From an optimization exercise on the open Yosys and OpenROAD flow, aimed at small area; shortcuts taken in it are not production practice.
Only simulation tests tie the RTL to the original design; equivalence was not proved.
The flow treats the clock pin as an ideal source, which a real chip does not have.
No activity file was given, so power comes from the tool's default toggle rates.

== old ==
## simon_says_top
module simon_says_top(
    input clk,               
    input reset,             
    input select,            
    input [15:0] switches,   
    input [3:0] rows,        
    output [3:0] cols,       
    output [15:0] leds,      
    output [6:0] seg,        
    output [3:0] an          
);
    wire clk_1Hz, clk_2Hz, clk_3Hz, clk_10Hz;
    wire st_zero, st_lag;
    wire [3:0] w_dec;
    wire [3:0] disp_code;
    wire [2:0] highest_round;
    wire display_mode;
    clock_divider clock_div (
        .clk(clk),
        .reset(reset),
        .clk_1Hz(clk_1Hz),
        .clk_2Hz(clk_2Hz),
        .clk_3Hz(clk_3Hz),
        .clk_10Hz(clk_10Hz),
        .st_zero(st_zero),
        .st_lag(st_lag)
    );
    keypad_controller keypad_ctrl (
        .clk_100MHz(clk),
        .reset(reset),
        .st_zero(st_zero),
        .st_lag(st_lag),
        .row(rows),
        .col(cols),
        .dec_out(w_dec)
    );
    game_controller game_ctrl (
        .clk(clk),
        .reset(reset),
        .select(select),
        .switches(switches),
        .keypad_value(w_dec),
        .clk_1Hz(clk_1Hz),
        .clk_2Hz(clk_2Hz),
        .clk_3Hz(clk_3Hz),
        .clk_10Hz(clk_10Hz),
        .leds(leds),
        .disp_code(disp_code),
        .highest_round(highest_round),
        .display_mode(display_mode)
    );
    seven_segment_controller seg_ctrl (
        .clk(clk),
        .reset(reset),
        .display_mode(display_mode),
        .disp_code(disp_code),
        .highest_round(highest_round),
        .seg(seg),
        .an(an)
    );
endmodule
export LEC_CHECK = 0
export ABC_AREA = 1
export CAP_MARGIN = 20
export CORE_MARGIN = 2
export CORE_UTILIZATION = 40
export PLACE_DENSITY = 0.6
export SLEW_MARGIN = 20
create_clock -name core_clock -period 10.0 [get_ports {clk}]
standard.sh (not shown) runs the stock make flow with config.mk's settings and CLKGATE_MAP_FILE= SYNTH_SCRIPT=/design/flow/synth_recipe.tcl, a recipe that flattens the netlist after the stock synthesis.
==> flow/flow/run.sh <==
#!/bin/bash
# Own layout flow: the standard layout (standard.sh) with three changes.
#  1. Synthesis runs with ORFS's adder extraction off (ADDER_MAP_FILE empty):
#     extract_fa turns XOR/AND pairs found anywhere (decoders included) into
#     half-adder cells that abc can no longer optimise.
#  2. After the standard synthesis the combinational cells of the netlist are
#     turned back into logic and mapped again by abc with a stronger area
#     script (&deepsyn, then amap).  Flip-flop instances are not touched: same
#     cells, same names, as the standard synthesis made them.
#  3. Ports are buffered with buf_1 and the clock tree is built from clkbuf_8
#     without dummy loads.
# Each tool writes its full output to a log file in this folder.
set -euo pipefail
WORK=$(pwd)
YOSYS=$FLOW_HOME/../tools/install/yosys/bin/yosys
LIB=$FLOW_HOME/platforms/sky130hd/lib/sky130_fd_sc_hd__tt_025C_1v80.lib
RES=$WORK/orfs/results/sky130hd/simon_says_top/base

sed 's|CLKGATE_MAP_FILE= |CLKGATE_MAP_FILE= ADDER_MAP_FILE= BUFFER_PORTS_ARGS="-buffer_cell sky130_fd_sc_hd__buf_1" CTS_ARGS="-sink_clustering_enable -repair_clock_nets -dont_use_dummy_load -buf_list sky130_fd_sc_hd__clkbuf_4 sky130_fd_sc_hd__clkbuf_8" |' standard.sh > standard_custom.sh
grep -q 'ADDER_MAP_FILE= ' standard_custom.sh

# 1. standard synthesis (adder extraction off)
bash standard_custom.sh synth > make_synth.log 2>&1

# 2. re-map the combinational logic
cp $RES/1_2_yosys.v $WORK/1_2_yosys_standard.v
python3 flow/comb_cells.py $LIB $WORK/comb_cells.v > comb_cells.log 2>&1
DONT_USE=$(cat flow/dont_use.txt)
cat > $WORK/reopt.ys <<EOS
read_liberty -lib $LIB
read_verilog $WORK/1_2_yosys_standard.v
hierarchy -top $FLOW_TOP
techmap -map $WORK/comb_cells.v
techmap
opt -purge
abc -liberty $LIB $DONT_USE -script $WORK/flow/reopt.abc
opt_clean -purge
hilomap -singleton -hicell sky130_fd_sc_hd__conb_1 HI -locell sky130_fd_sc_hd__conb_1 LO
insbuf -buf sky130_fd_sc_hd__buf_4 A X
splitnets
opt_clean -purge
check -assert -mapped
stat -liberty $LIB
write_verilog -noattr -nohex -nodec $WORK/1_2_yosys_reopt.v
EOS
$YOSYS -s $WORK/reopt.ys > reopt_yosys.log 2>&1
cp $WORK/1_2_yosys_reopt.v $RES/1_2_yosys.v
rm -f $RES/1_synth.odb

# 3. the rest of the layout
bash standard_custom.sh finish > make_finish.log 2>&1
Other scripts of this flow, unchanged in this note and not shown: flow/flow/comb_cells.py, flow/flow/dont_use.txt, flow/flow/reopt.abc
old: it failed with a tool error in 4_1_cts, so there are no final results.
Setup changes, old to new
-- flow/flow/run.sh --
<<< old, line 17
RES=$WORK/orfs/results/sky130hd/simon_says_top/base

sed 's|CLKGATE_MAP_FILE= |CLKGATE_MAP_FILE= ADDER_MAP_FILE= BUFFER_PORTS_ARGS="-buffer_cell sky130_fd_sc_hd__buf_1" CTS_ARGS="-sink_clustering_enable -repair_clock_nets -dont_use_dummy_load -buf_list sky130_fd_sc_hd__clkbuf_4 sky130_fd_sc_hd__clkbuf_8" |' standard.sh > standard_custom.sh
grep -q 'ADDER_MAP_FILE= ' standard_custom.sh

>>> new, line 17
RES=$WORK/orfs/results/sky130hd/simon_says_top/base

sed 's|CLKGATE_MAP_FILE= |CLKGATE_MAP_FILE= ADDER_MAP_FILE= BUFFER_PORTS_ARGS="-buffer_cell sky130_fd_sc_hd__buf_1" CTS_ARGS="-sink_clustering_enable -repair_clock_nets -dont_use_dummy_load -buf_list sky130_fd_sc_hd__clkbuf_8" |' standard.sh > standard_custom.sh
grep -q 'ADDER_MAP_FILE= ' standard_custom.sh

--- outcome ---
- Every run in old and new closed cleanly, with the single exception of old.
- Status: old FAILED at 4_1_cts (tool error)
- Worst-case setup slack after placement: new vs old identical
- old -> new: netlist area before placement delta 0, exact match
- From old to new the numbers moved as follows: initial core utilization has remained practically unchanged; synthesized cell count has remained practically unchanged; I/O pin count has remained practically unchanged.

* * *

simon_says_top, a different RTL version from the one above (not shown whole).
Size: roughly 610 cells after synthesis.
Design simon_says_top, start of the top module:
module simon_says_top(
    input clk,               
    input reset,             
    input select,            
    input [15:0] switches,   
    input [3:0] rows,        
    output [3:0] cols,       
    output [15:0] leds,      
    output [6:0] seg,        
    output [3:0] an          
);
==> flow/config.mk <==
export PLATFORM = sky130hd
export DESIGN_NAME = simon_says_top
export DESIGN_NICKNAME = simon_says_top
export VERILOG_FILES = /design/flow/design.v
export SDC_FILE = /design/flow/constraint.sdc
export NUM_CORES = 4
export LEC_CHECK = 0
export ABC_AREA = 1
export CAP_MARGIN = 20
export CORE_MARGIN = 2
export CORE_UTILIZATION = 75
export PLACE_DENSITY = 0.9
export SLEW_MARGIN = 20
==> flow/constraint.sdc <==
create_clock -name core_clock -period 10.0 [get_ports {clk}]
set_input_delay 2.0000 -clock core_clock [delete_from_list [all_inputs] [get_ports {clk}]]
set_output_delay 2.0000 -clock core_clock [all_outputs]
set_load 0.01 [all_outputs]
==> flow/flow/run.sh <==
#!/bin/bash
# Own layout flow: the standard layout (standard.sh) with three changes.
#  1. Synthesis runs with ORFS's adder extraction off (ADDER_MAP_FILE empty):
#     extract_fa turns XOR/AND pairs found anywhere (decoders included) into
#     half-adder cells that abc can no longer optimise.
#  2. After the standard synthesis the combinational cells of the netlist are
#     turned back into logic and mapped again by abc with a stronger area
#     script (&deepsyn, then amap), four times with different seeds; the
#     smallest result is kept.  Flip-flop instances are not touched: same
#     cells, same names, as the standard synthesis made them.
#  3. Ports are buffered with buf_1 and the clock tree is built from clkbuf_4
#     without dummy loads; clock buffers whose loads would see a slow edge
#     are then upsized to clkbuf_8 (flow/resize_clk.tcl).
# Each tool writes its full output to a log file in this folder.
set -euo pipefail
WORK=$(pwd)
YOSYS=$FLOW_HOME/../tools/install/yosys/bin/yosys
LIB=$FLOW_HOME/platforms/sky130hd/lib/sky130_fd_sc_hd__tt_025C_1v80.lib
RES=$WORK/orfs/results/sky130hd/simon_says_top/base

sed 's|CLKGATE_MAP_FILE= |CLKGATE_MAP_FILE= ADDER_MAP_FILE= BUFFER_PORTS_ARGS="-buffer_cell sky130_fd_sc_hd__buf_1" CTS_ARGS="-sink_clustering_enable -repair_clock_nets -dont_use_dummy_load -buf_list sky130_fd_sc_hd__clkbuf_4" |' standard.sh > standard_custom.sh
sed -i "s|CLKGATE_MAP_FILE= |CLKGATE_MAP_FILE= POST_CTS_TCL=$WORK/flow/resize_clk.tcl |" standard_custom.sh
grep -q 'POST_CTS_TCL=' standard_custom.sh
grep -q 'ADDER_MAP_FILE= ' standard_custom.sh

# 1. standard synthesis (adder extraction off)
bash standard_custom.sh synth > make_synth.log 2>&1

# 2. re-map the combinational logic
cp $RES/1_2_yosys.v $WORK/1_2_yosys_standard.v
python3 flow/comb_cells.py $LIB $WORK/comb_cells.v > comb_cells.log 2>&1
DONT_USE=$(cat flow/dont_use.txt)
for SEED in 1 2 3 4; do
sed "s/@SEED@/$SEED/" flow/reopt.abc > $WORK/reopt_$SEED.abc
cat > $WORK/reopt_$SEED.ys <<EOS
read_liberty -lib $LIB
read_verilog $WORK/1_2_yosys_standard.v
hierarchy -top $FLOW_TOP
techmap -map $WORK/comb_cells.v
techmap
opt -purge
abc -liberty $LIB $DONT_USE -script $WORK/reopt_$SEED.abc
opt_clean -purge
hilomap -singleton -hicell sky130_fd_sc_hd__conb_1 HI -locell sky130_fd_sc_hd__conb_1 LO
insbuf -buf sky130_fd_sc_hd__buf_4 A X
splitnets
opt_clean -purge
check -assert -mapped
tee -o $WORK/reopt_$SEED.stat stat -liberty $LIB
write_verilog -noattr -nohex -nodec $WORK/1_2_yosys_reopt_$SEED.v
EOS
$YOSYS -s $WORK/reopt_$SEED.ys > reopt_yosys_$SEED.log 2>&1 &
done
wait
# keep the smallest of the four abc runs (they differ only in &deepsyn's seed)
BEST=$(for SEED in 1 2 3 4; do
  if [[ -s $WORK/1_2_yosys_reopt_$SEED.v ]]; then
    echo "$(sed -n "s/.*Chip area for module .*: //p" $WORK/reopt_$SEED.stat) $SEED"
  fi
done | sort -g | head -1 | cut -d' ' -f2)
echo "best seed $BEST" > reopt_choice.log
cat $WORK/reopt_*.stat | grep "Chip area" >> reopt_choice.log
cp $WORK/1_2_yosys_reopt_$BEST.v $WORK/1_2_yosys_reopt.v
cp $WORK/1_2_yosys_reopt.v $RES/1_2_yosys.v
rm -f $RES/1_synth.odb

# 3. the rest of the layout
bash standard_custom.sh finish > make_finish.log 2>&1
Other scripts of this flow, unchanged in this note and not shown: flow/flow/comb_cells.py, flow/flow/dont_use.txt, flow/flow/reopt.abc, flow/flow/resize_clk.tcl
Rerun with:
CORE_UTILIZATION = 40   (was 75)
PLACE_DENSITY = 0.6   (was 0.9)
Fmax shrinks by 1.9%.
Wire length shrinks by 7.0%.
Count of clock-buffer cells in the layout stays the same.
Total power grows by 1.1%.
Sequential cell count is unchanged.
Via count shrinks by 8.5%.
Final area grows by 1.8%.
Sequential share of layout area shrinks by 1.0 points.
Synthesized area does not change.
Final cell count grows by 11%.
First-iteration DRC count shrinks by 46%.
Rerun with:
CORE_UTILIZATION = 60   (was 40)
PLACE_DENSITY = 0.75   (was 0.6)
Effect: The new run completed without violations. Non-clock buffer count stays the same. Clock skew is higher by 0.0031 ns. Area after synthesis is unchanged. Combinational power stays flat. Total power fell by a few percent.

==> separate check: timing with driven ports <==
In the flow no input, the clock included, has a driving cell. The finished layouts below were timed again as built, in two steps.
Step 1: set_driving_cell puts a clkbuf_16 on clk and a buf_2 on each other input, an assumption about the parent block.
Step 2, shift: input delay + t, output delay - t, t = (earliest + latest rising clock arrival at the registers) / 2. This alone moves slack from input paths to output paths.
Slacks: ideal ports / drivers / drivers and shift; pairs: ideal ports / drivers.
run	shift t [ns]	setup slack, ns	pins driven straight from the clock port
new	0.466	4.795 / 4.756 / 5.222	1
the first run of note 2	0.442	5.195 / 5.160 / 5.602	1
the second run of note 2	0.450	5.101 / 5.067 / 5.517	1
the third run of note 2	0.429	5.241 / 5.210 / 5.640	1
After both steps setup and hold are still met in every run listed.
